Background: an optimization exercise with open tools, aiming at small area. Do not read the settings as production practice. In this exercise RTL edits were held to simulation tests only and were not proved equivalent to the original.

==> inputs of job 6390 <==
Design x_corr, start of the top module:
module x_corr #(parameter xi_bits = 12,
                parameter xq_bits = 12,
                parameter yi_bits = 12,
                parameter yq_bits = 12,
                parameter i_bits = 31,
                parameter q_bits = 31,
                parameter length = 102,
                parameter length_counter_bits = 7,
                parameter out_max_bits = 62
                )
   (input clk,
    input                              rst,
    output                             s_axis_tready,
    input [xi_bits - 1:0]              xi,
    input [xq_bits - 1:0]              xq,
    input [yi_bits - 1:0]              yi,
    input [yq_bits - 1:0]              yq,
    input                              m_axis_tvalid,
    input                              m_axis_tready,
    output [out_max_bits - 1:0]        out_max,
    output [length_counter_bits - 1:0] index,
    output                             s_axis_tvalid
    );
Settings: LEC_CHECK=0, ABC_AREA=1, CAP_MARGIN=20, CORE_MARGIN=2, CORE_UTILIZATION=40, GPL_TIMING_DRIVEN=0, SLEW_MARGIN=20; clock period 10.0 ns.
standard.sh (not shown) runs the stock make flow with config.mk's settings and CLKGATE_MAP_FILE= SYNTH_SCRIPT=/design/flow/synth_recipe.tcl, a recipe that flattens the netlist after the stock synthesis.
==> flow/flow/run.sh <==
#!/bin/bash
# Layout flow:
#  1. the standard synthesis (standard.sh synth), unchanged;
#  2. full adders of that netlist given the polarity that needs the fewest
#     inverters between adders, registers and ports (flow/polarity.py --pre),
#     then the combinational logic re-mapped for area by ABC
#     (flow/remap.ys, flow/remap.abc); registers, full/half adders and tie
#     cells keep their instances and names;
#  3. a polarity clean-up (flow/polarity.py): full adders built on
#     complemented signals, and XOR/XNOR swapped, where that saves inverters;
#  4. the standard ORFS layout from that netlist, with one-drive port
#     buffers and a clock tree of small buffers without dummy loads.
# Each tool's output goes to a log file in this folder.
set -euo pipefail
W=$(pwd)
R=$W/orfs/results/$FLOW_PLATFORM/x_corr/base
LIB=$FLOW_HOME/platforms/$FLOW_PLATFORM/lib/sky130_fd_sc_hd__tt_025C_1v80.lib
YOSYS=$(command -v yosys || echo "$FLOW_HOME/../tools/install/yosys/bin/yosys")
PERIOD_PS=$(python3 -c "print(int(round(float('$FLOW_PERIOD_NS') * 1000)))")

bash standard.sh synth > synth.log 2>&1
cp "$R/1_2_yosys.v" "$W/netlist_standard.v"
python3 flow/polarity.py --pre "$W/netlist_standard.v" "$W/netlist_prepol.v" > prepolarity.log 2>&1

sed -e "s|LIBFILE|$LIB|g" -e "s|IN_NETLIST|$W/netlist_prepol.v|" \
    -e "s|OUT_NETLIST|$W/netlist_remap.v|" -e "s|TOPNAME|$FLOW_TOP|" \
    -e "s|ABCSCRIPT|$W/flow/remap.abc|" -e "s|PERIOD_PS|$PERIOD_PS|" \
    flow/remap.ys > remap_run.ys
"$YOSYS" -s remap_run.ys > remap.log 2>&1

python3 flow/polarity.py "$W/netlist_remap.v" "$W/netlist_polarity.v" > polarity.log 2>&1
cp "$W/netlist_polarity.v" "$R/1_2_yosys.v"
rm -f "$R/1_synth.odb" "$R/1_synth.sdc"

bash standard.sh \
  BUFFER_PORTS_ARGS="-buffer_cell sky130_fd_sc_hd__buf_1" \
  CTS_ARGS="-sink_clustering_enable -repair_clock_nets -dont_use_dummy_load -sink_clustering_size 10 -sink_clustering_max_diameter 35 -buf_list {sky130_fd_sc_hd__clkbuf_4}" \
  finish > layout.log 2>&1
==> flow/flow/remap.abc <==
strash
dch -f
map -a
topo
stime -c
upsize -c
dnsize -c
==> flow/flow/remap.ys <==
# Re-map the combinational logic of the standard synthesis netlist for area.
# Registers, full and half adders and tie cells are kept as they are (same
# instances and names); everything else is flattened to gates and mapped
# again by ABC with an area-first script (flow/remap.abc).
read_liberty -ignore_miss_func LIBFILE
read_verilog IN_NETLIST
hierarchy -top TOPNAME
blackbox sky130_fd_sc_hd__fa_1 sky130_fd_sc_hd__ha_1 sky130_fd_sc_hd__dfxtp_1 sky130_fd_sc_hd__edfxtp_1 sky130_fd_sc_hd__conb_1
flatten
rename -hide w:_*
opt_clean -purge
stat
abc -liberty LIBFILE -script ABCSCRIPT -D PERIOD_PS -dont_use sky130_fd_sc_hd__probe_p_8 -dont_use sky130_fd_sc_hd__probec_p_8 -dont_use sky130_fd_sc_hd__lpflow_*
rename -hide w:_*
opt_clean -purge
insbuf -buf sky130_fd_sc_hd__buf_4 A X
stat -liberty LIBFILE
write_verilog -noattr OUT_NETLIST
Other scripts of this flow, unchanged in this note and not shown: flow/flow/polarity.py
==> inputs of job 8339, as changes to job 6390 <==
--- a/flow/flow/run.sh
+++ b/flow/flow/run.sh
@@ -6,3 +6,3 @@
 #     then the combinational logic re-mapped for area by ABC
-#     (flow/remap.ys, flow/remap.abc); registers, full/half adders and tie
+#     (flow/remap.ys, flow/remap.abc); registers, full adders and tie
 #     cells keep their instances and names;
==> flow/flow/remap.abc (replaced) <==
strash
dch -f
map -a
strash
dch -f
map -a
topo
stime -c
buffer -c
upsize -c
dnsize -c
--- a/flow/flow/remap.ys
+++ b/flow/flow/remap.ys
@@ -1,3 +1,3 @@
 # Re-map the combinational logic of the standard synthesis netlist for area.
-# Registers, full and half adders and tie cells are kept as they are (same
+# Registers, full adders and tie cells are kept as they are (same
 # instances and names); everything else is flattened to gates and mapped
@@ -7,3 +7,3 @@
 hierarchy -top TOPNAME
-blackbox sky130_fd_sc_hd__fa_1 sky130_fd_sc_hd__ha_1 sky130_fd_sc_hd__dfxtp_1 sky130_fd_sc_hd__edfxtp_1 sky130_fd_sc_hd__conb_1
+blackbox sky130_fd_sc_hd__fa_1 sky130_fd_sc_hd__dfxtp_1 sky130_fd_sc_hd__edfxtp_1 sky130_fd_sc_hd__conb_1
 flatten
--- a/flow/config.mk
+++ b/flow/config.mk
@@ -11,3 +11,2 @@
 export CORE_UTILIZATION = 40
-export GPL_TIMING_DRIVEN = 0
 export SLEW_MARGIN = 20
==> inputs of job 3114, as changes to job 6390 <==
==> flow/flow/remap.abc (replaced) <==
strash
dch -f
map -a
topo
stime -c
buffer -c
upsize -c
dnsize -c
--- a/flow/config.mk
+++ b/flow/config.mk
@@ -11,3 +11,2 @@
 export CORE_UTILIZATION = 40
-export GPL_TIMING_DRIVEN = 0
 export SLEW_MARGIN = 20
==> impl_metrics.toml <==
[run_status]
status = "finished clean"

[setup_path]
startpoint = "mg.ore_w[2]"

[placed_design]
placed_area_mm2 = 0.03247
dp_cells = 4341
gp_congestion = 0.9918

[routing]
avgViaCountPerCell = 5.591

[logic_synthesis]
syn_inst = 3290

[grt]
use_met2 = 0.3729

[sta]
holdWs_ns = 0.4247
That was job 3114.
==> impl_metrics.toml <==
[grt]
use_met2 = 0.3816

[setup_path]
startpoint = "yq[0]"

[placed_design]
dp_cells = 4245
placed_area_mm2 = 0.03227

[logic_synthesis]
syn_inst = 3135

[routing]
avgViaCountPerCell = 5.676

[run_status]
status = "finished clean"
That was job 6390.
==> impl_metrics.toml <==
[placed_design]
gp_congestion = 1.001
dp_cells = 4548

[setup_path]
startpoint = "m_axis_tvalid"

[logic_synthesis]
syn_inst = 3429

[sta]
holdWs_ns = 0.4799

[run_status]
status = "finished clean"
That was job 8339.

==> 02-14: inputs <==
x_corr again, from the RTL that the note above started with.
clock: 10.0 ns
lec_check: 0
abc_area: 1
cap_margin: 20
core_margin: 2
core_utilization: 40
slew_margin: 20
==> flow/flow/run.sh <==
#!/bin/bash
# Layout flow:
#  1. the standard synthesis (standard.sh synth), unchanged;
#  2. the combinational logic of that netlist re-mapped for area by ABC
#     (flow/remap.ys, flow/remap.abc); registers, full/half adders and tie
#     cells keep their instances and names;
#  3. a polarity clean-up (flow/polarity.py): full adders built on
#     complemented signals, and XOR/XNOR swapped, where that saves inverters;
#  4. the standard ORFS layout from that netlist, with one-drive port
#     buffers and a clock tree of small buffers without dummy loads.
# Each tool's output goes to a log file in this folder.
set -euo pipefail
W=$(pwd)
R=$W/orfs/results/$FLOW_PLATFORM/x_corr/base
LIB=$FLOW_HOME/platforms/$FLOW_PLATFORM/lib/sky130_fd_sc_hd__tt_025C_1v80.lib
YOSYS=$(command -v yosys || echo "$FLOW_HOME/../tools/install/yosys/bin/yosys")
PERIOD_PS=$(python3 -c "print(int(round(float('$FLOW_PERIOD_NS') * 1000)))")

bash standard.sh synth > synth.log 2>&1
cp "$R/1_2_yosys.v" "$W/netlist_standard.v"

sed -e "s|LIBFILE|$LIB|g" -e "s|IN_NETLIST|$W/netlist_standard.v|" \
    -e "s|OUT_NETLIST|$W/netlist_remap.v|" -e "s|TOPNAME|$FLOW_TOP|" \
    -e "s|ABCSCRIPT|$W/flow/remap.abc|" -e "s|PERIOD_PS|$PERIOD_PS|" \
    flow/remap.ys > remap_run.ys
"$YOSYS" -s remap_run.ys > remap.log 2>&1

python3 flow/polarity.py "$W/netlist_remap.v" "$W/netlist_polarity.v" > polarity.log 2>&1
cp "$W/netlist_polarity.v" "$R/1_2_yosys.v"
rm -f "$R/1_synth.odb" "$R/1_synth.sdc"

bash standard.sh \
  BUFFER_PORTS_ARGS="-buffer_cell sky130_fd_sc_hd__buf_1" \
  CTS_ARGS="-sink_clustering_enable -repair_clock_nets -dont_use_dummy_load -sink_clustering_size 12 -sink_clustering_max_diameter 40 -buf_list {sky130_fd_sc_hd__clkbuf_4}" \
  finish > layout.log 2>&1
==> flow/flow/remap.abc <==
strash
dch
map -a
topo
stime -c
buffer -c
upsize -c
dnsize -c
==> flow/flow/remap.ys <==
# Re-map the combinational logic of the standard synthesis netlist for area.
# Registers, full and half adders and tie cells are kept as they are (same
# instances and names); everything else is flattened to gates and mapped
# again by ABC with an area-first script (flow/remap.abc).
read_liberty -ignore_miss_func LIBFILE
read_verilog IN_NETLIST
hierarchy -top TOPNAME
blackbox sky130_fd_sc_hd__fa_1 sky130_fd_sc_hd__ha_1 sky130_fd_sc_hd__dfxtp_1 sky130_fd_sc_hd__edfxtp_1 sky130_fd_sc_hd__conb_1
flatten
rename -hide w:_*
opt_clean -purge
stat
abc -liberty LIBFILE -script ABCSCRIPT -D PERIOD_PS -dont_use sky130_fd_sc_hd__probe_p_8 -dont_use sky130_fd_sc_hd__probec_p_8 -dont_use sky130_fd_sc_hd__lpflow_*
rename -hide w:_*
opt_clean -purge
insbuf -buf sky130_fd_sc_hd__buf_4 A X
stat -liberty LIBFILE
write_verilog -noattr OUT_NETLIST
Other scripts of this flow, unchanged in this note and not shown: flow/flow/polarity.py
==> inputs of 06-13, as changes to 02-14 <==
--- a/flow/flow/run.sh
+++ b/flow/flow/run.sh
@@ -27,9 +27,9 @@
 
 python3 flow/polarity.py "$W/netlist_remap.v" "$W/netlist_polarity.v" > polarity.log 2>&1
 cp "$W/netlist_polarity.v" "$R/1_2_yosys.v"
 rm -f "$R/1_synth.odb" "$R/1_synth.sdc"
 
 bash standard.sh \
   BUFFER_PORTS_ARGS="-buffer_cell sky130_fd_sc_hd__buf_1" \
-  CTS_ARGS="-sink_clustering_enable -repair_clock_nets -dont_use_dummy_load -sink_clustering_size 12 -sink_clustering_max_diameter 40 -buf_list {sky130_fd_sc_hd__clkbuf_4}" \
+  CTS_ARGS="-sink_clustering_enable -repair_clock_nets -dont_use_dummy_load -sink_clustering_size 16 -sink_clustering_max_diameter 50 -buf_list {sky130_fd_sc_hd__clkbuf_8}" \
   finish > layout.log 2>&1
==> flow/flow/remap.abc (replaced) <==
strash
dch
amap
topo
stime -c
buffer -c
upsize -c
dnsize -c
==> inputs of 11-08, as changes to 02-14 <==
--- a/flow/design.v
+++ b/flow/design.v
@@ -1404,52 +1404,42 @@
    output reg [59:0] mag);
    reg [30:0] ore, oim;
    always @(posedge clk)
      if (load) begin
         ore <= re;
         oim <= im;
      end
-   reg [4:0] ore_nw;
-   always @(*) begin
-      if (load)
-        ore_nw = {re[30], re[30], re[29], re[28], re[27]};
-      else
-        case (st)
-          4'd1: ore_nw = {ore[27], ore[26], ore[25], ore[24], ore[23]};
-          4'd2: ore_nw = {ore[23], ore[22], ore[21], ore[20], ore[19]};
-          4'd3: ore_nw = {ore[19], ore[18], ore[17], ore[16], ore[15]};
-          4'd4: ore_nw = {ore[15], ore[14], ore[13], ore[12], ore[11]};
-          4'd5: ore_nw = {ore[11], ore[10], ore[9], ore[8], ore[7]};
-          4'd6: ore_nw = {ore[7], ore[6], ore[5], ore[4], ore[3]};
-          4'd7: ore_nw = {ore[3], ore[2], ore[1], ore[0], 1'b0};
-          default: ore_nw = 5'd0;
-        endcase
-   end
    reg [4:0] ore_w;
-   always @(posedge clk)
-     ore_w <= ore_nw;
-   reg [4:0] oim_nw;
    always @(*) begin
-      if (load)
-        oim_nw = {im[30], im[30], im[29], im[28], im[27]};
-      else
-        case (st)
-          4'd1: oim_nw = {oim[27], oim[26], oim[25], oim[24], oim[23]};
-          4'd2: oim_nw = {oim[23], oim[22], oim[21], oim[20], oim[19]};
-          4'd3: oim_nw = {oim[19], oim[18], oim[17], oim[16], oim[15]};
-          4'd4: oim_nw = {oim[15], oim[14], oim[13], oim[12], oim[11]};
-          4'd5: oim_nw = {oim[11], oim[10], oim[9], oim[8], oim[7]};
-          4'd6: oim_nw = {oim[7], oim[6], oim[5], oim[4], oim[3]};
-          4'd7: oim_nw = {oim[3], oim[2], oim[1], oim[0], 1'b0};
-          default: oim_nw = 5'd0;
-        endcase
+      case (st)
+        4'd1: ore_w = {ore[30], ore[30], ore[29], ore[28], ore[27]};
+        4'd2: ore_w = {ore[27], ore[26], ore[25], ore[24], ore[23]};
+        4'd3: ore_w = {ore[23], ore[22], ore[21], ore[20], ore[19]};
+        4'd4: ore_w = {ore[19], ore[18], ore[17], ore[16], ore[15]};
+        4'd5: ore_w = {ore[15], ore[14], ore[13], ore[12], ore[11]};
+        4'd6: ore_w = {ore[11], ore[10], ore[9], ore[8], ore[7]};
+        4'd7: ore_w = {ore[7], ore[6], ore[5], ore[4], ore[3]};
+        4'd8: ore_w = {ore[3], ore[2], ore[1], ore[0], 1'b0};
+        default: ore_w = 5'd0;
+      endcase
    end
    reg [4:0] oim_w;
-   always @(posedge clk)
-     oim_w <= oim_nw;
+   always @(*) begin
+      case (st)
+        4'd1: oim_w = {oim[30], oim[30], oim[29], oim[28], oim[27]};
+        4'd2: oim_w = {oim[27], oim[26], oim[25], oim[24], oim[23]};
+        4'd3: oim_w = {oim[23], oim[22], oim[21], oim[20], oim[19]};
+        4'd4: oim_w = {oim[19], oim[18], oim[17], oim[16], oim[15]};
+        4'd5: oim_w = {oim[15], oim[14], oim[13], oim[12], oim[11]};
+        4'd6: oim_w = {oim[11], oim[10], oim[9], oim[8], oim[7]};
+        4'd7: oim_w = {oim[7], oim[6], oim[5], oim[4], oim[3]};
+        4'd8: oim_w = {oim[3], oim[2], oim[1], oim[0], 1'b0};
+        default: oim_w = 5'd0;
+      endcase
+   end
    wire [37:0] low;
    wire oree0_one = ore_w[1] ^ ore_w[0];
    wire oree0_two = (ore_w[2] & ~ore_w[1] & ~ore_w[0]) | (~ore_w[2] & ore_w[1] & ore_w[0]);
    wire oree0_neg = ore_w[2];
    wire orep0_q0 = (oree0_one & ore[0]) ^ oree0_neg;
    wire orep0_q1 = ((oree0_one & ore[1]) | (oree0_two & ore[0])) ^ oree0_neg;
    wire orep0_q2 = ((oree0_one & ore[2]) | (oree0_two & ore[1])) ^ oree0_neg;
==> flow/flow/run.sh (replaced) <==
#!/bin/bash
# Layout flow: the standard synthesis, then a polarity clean-up of the
# mapped netlist (flow/polarity.py: full adders built on complemented
# signals, and XOR/XNOR swapped, where that saves inverters; registers and
# ports untouched), then the standard ORFS layout with one-drive port
# buffers and a clock tree of small buffers without dummy loads.
# Each tool's output goes to a log file in this folder.
set -euo pipefail
W=$(pwd)
R=$W/orfs/results/$FLOW_PLATFORM/x_corr/base

bash standard.sh synth > synth.log 2>&1

cp "$R/1_2_yosys.v" "$W/netlist_standard.v"
python3 flow/polarity.py "$W/netlist_standard.v" "$W/netlist_polarity.v" > polarity.log 2>&1
cp "$W/netlist_polarity.v" "$R/1_2_yosys.v"
rm -f "$R/1_synth.odb" "$R/1_synth.sdc"

bash standard.sh \
  BUFFER_PORTS_ARGS="-buffer_cell sky130_fd_sc_hd__buf_1" \
  CTS_ARGS="-sink_clustering_enable -repair_clock_nets -dont_use_dummy_load -buf_list {sky130_fd_sc_hd__clkbuf_4 sky130_fd_sc_hd__clkbuf_8}" \
  finish > layout.log 2>&1
==> flow/config.mk (replaced) <==
export PLATFORM = sky130hd
export DESIGN_NAME = x_corr
export DESIGN_NICKNAME = x_corr
export VERILOG_FILES = /design/flow/design.v
export SDC_FILE = /design/flow/constraint.sdc
export NUM_CORES = 4
export LEC_CHECK = 0
export ABC_AREA = 1
export CAP_MARGIN = 20
export CORE_MARGIN = 2
export CORE_UTILIZATION = 65
export SLEW_MARGIN = 20
removed: flow/flow/remap.abc
removed: flow/flow/remap.ys
==> inputs of 09-22, as changes to 02-14 <==
==> flow/flow/run.sh (replaced) <==
#!/bin/bash
# Layout flow: the standard synthesis, then a polarity clean-up of the
# mapped netlist (flow/polarity.py: full adders built on complemented
# signals, and XOR/XNOR swapped, where that saves inverters; registers and
# ports untouched), then the standard ORFS layout with one-drive port
# buffers, a clock tree of small buffers without dummy loads, and
# downsizing of non-critical cells after global routing.
# Each tool's output goes to a log file in this folder.
set -euo pipefail
W=$(pwd)
R=$W/orfs/results/$FLOW_PLATFORM/x_corr/base

bash standard.sh synth > synth.log 2>&1

cp "$R/1_2_yosys.v" "$W/netlist_standard.v"
python3 flow/polarity.py "$W/netlist_standard.v" "$W/netlist_polarity.v" > polarity.log 2>&1
cp "$W/netlist_polarity.v" "$R/1_2_yosys.v"
rm -f "$R/1_synth.odb" "$R/1_synth.sdc"

bash standard.sh \
  BUFFER_PORTS_ARGS="-buffer_cell sky130_fd_sc_hd__buf_1" \
  CTS_ARGS="-sink_clustering_enable -repair_clock_nets -dont_use_dummy_load -sink_clustering_size 24 -buf_list {sky130_fd_sc_hd__clkbuf_4 sky130_fd_sc_hd__clkbuf_8}" \
  RECOVER_POWER=100 \
  finish > layout.log 2>&1
removed: flow/flow/remap.abc
removed: flow/flow/remap.ys
==> notes.md <==
09-22 finished but failed the layout checks on max-capacitance violations, max-slew violations. 06-13 completed with no timing, DRC or antenna violations. 11-08 completed with no timing, DRC or antenna violations. 02-14 went through all stages and came out clean.
Routed wire length: 02-14 < 09-22 < 11-08 < 06-13.
Against 02-14, the register-to-register slack of 11-08 is worse by 510 ps.
First-iteration DRC count: 06-13 > 11-08 > 09-22 > 02-14.
Of 02-14 and 11-08, 11-08 has the higher via count (gap 6.3%, measured against 11-08).

==> static timing again, ports no longer ideal <==
How much do the figures lean on ideal ports? The routed layouts below were timed once more, with nothing changed but the port constraints. Step 1 assumes that a clkbuf_16 drives the clock port and a buf_2 every other input. Step 2 moves the port delays by t, midway between the first and last clock arrival at a register: inputs arrive t later, outputs are due t later. That takes back most of the time a late clock gives input paths. Slacks: ideal ports / drivers / drivers and shift; pairs: ideal ports / drivers.
run | t (ns) | slack for setup (ns) | worst slew at a driven data input, ns
job 6390 | 0.866 | 0.358 / 0.380 / -0.486 | 0.03
job 8339 | 0.867 | 0.639 / 0.677 / -0.190 | 0.08
job 3114 | 0.864 | 0.948 / 0.948 / 0.295 | 0.11
02-14 | 0.882 | 0.917 / 0.917 / 0.340 | 0.06
06-13 | 0.676 | 0.408 / 0.408 / 0.273 | 0.07
11-08 | 0.666 | 0.404 / 0.404 / 0.339 | 0.08
09-22 | 0.679 | 1.019 / 1.062 / 0.383 | 0.04
Met with ideal ports but missed after step 2: setup timing in job 6390 and job 8339. The setup slack of job 6390, which loses most, moves by +0.022 ns with the drivers and by -0.844 ns with both steps.
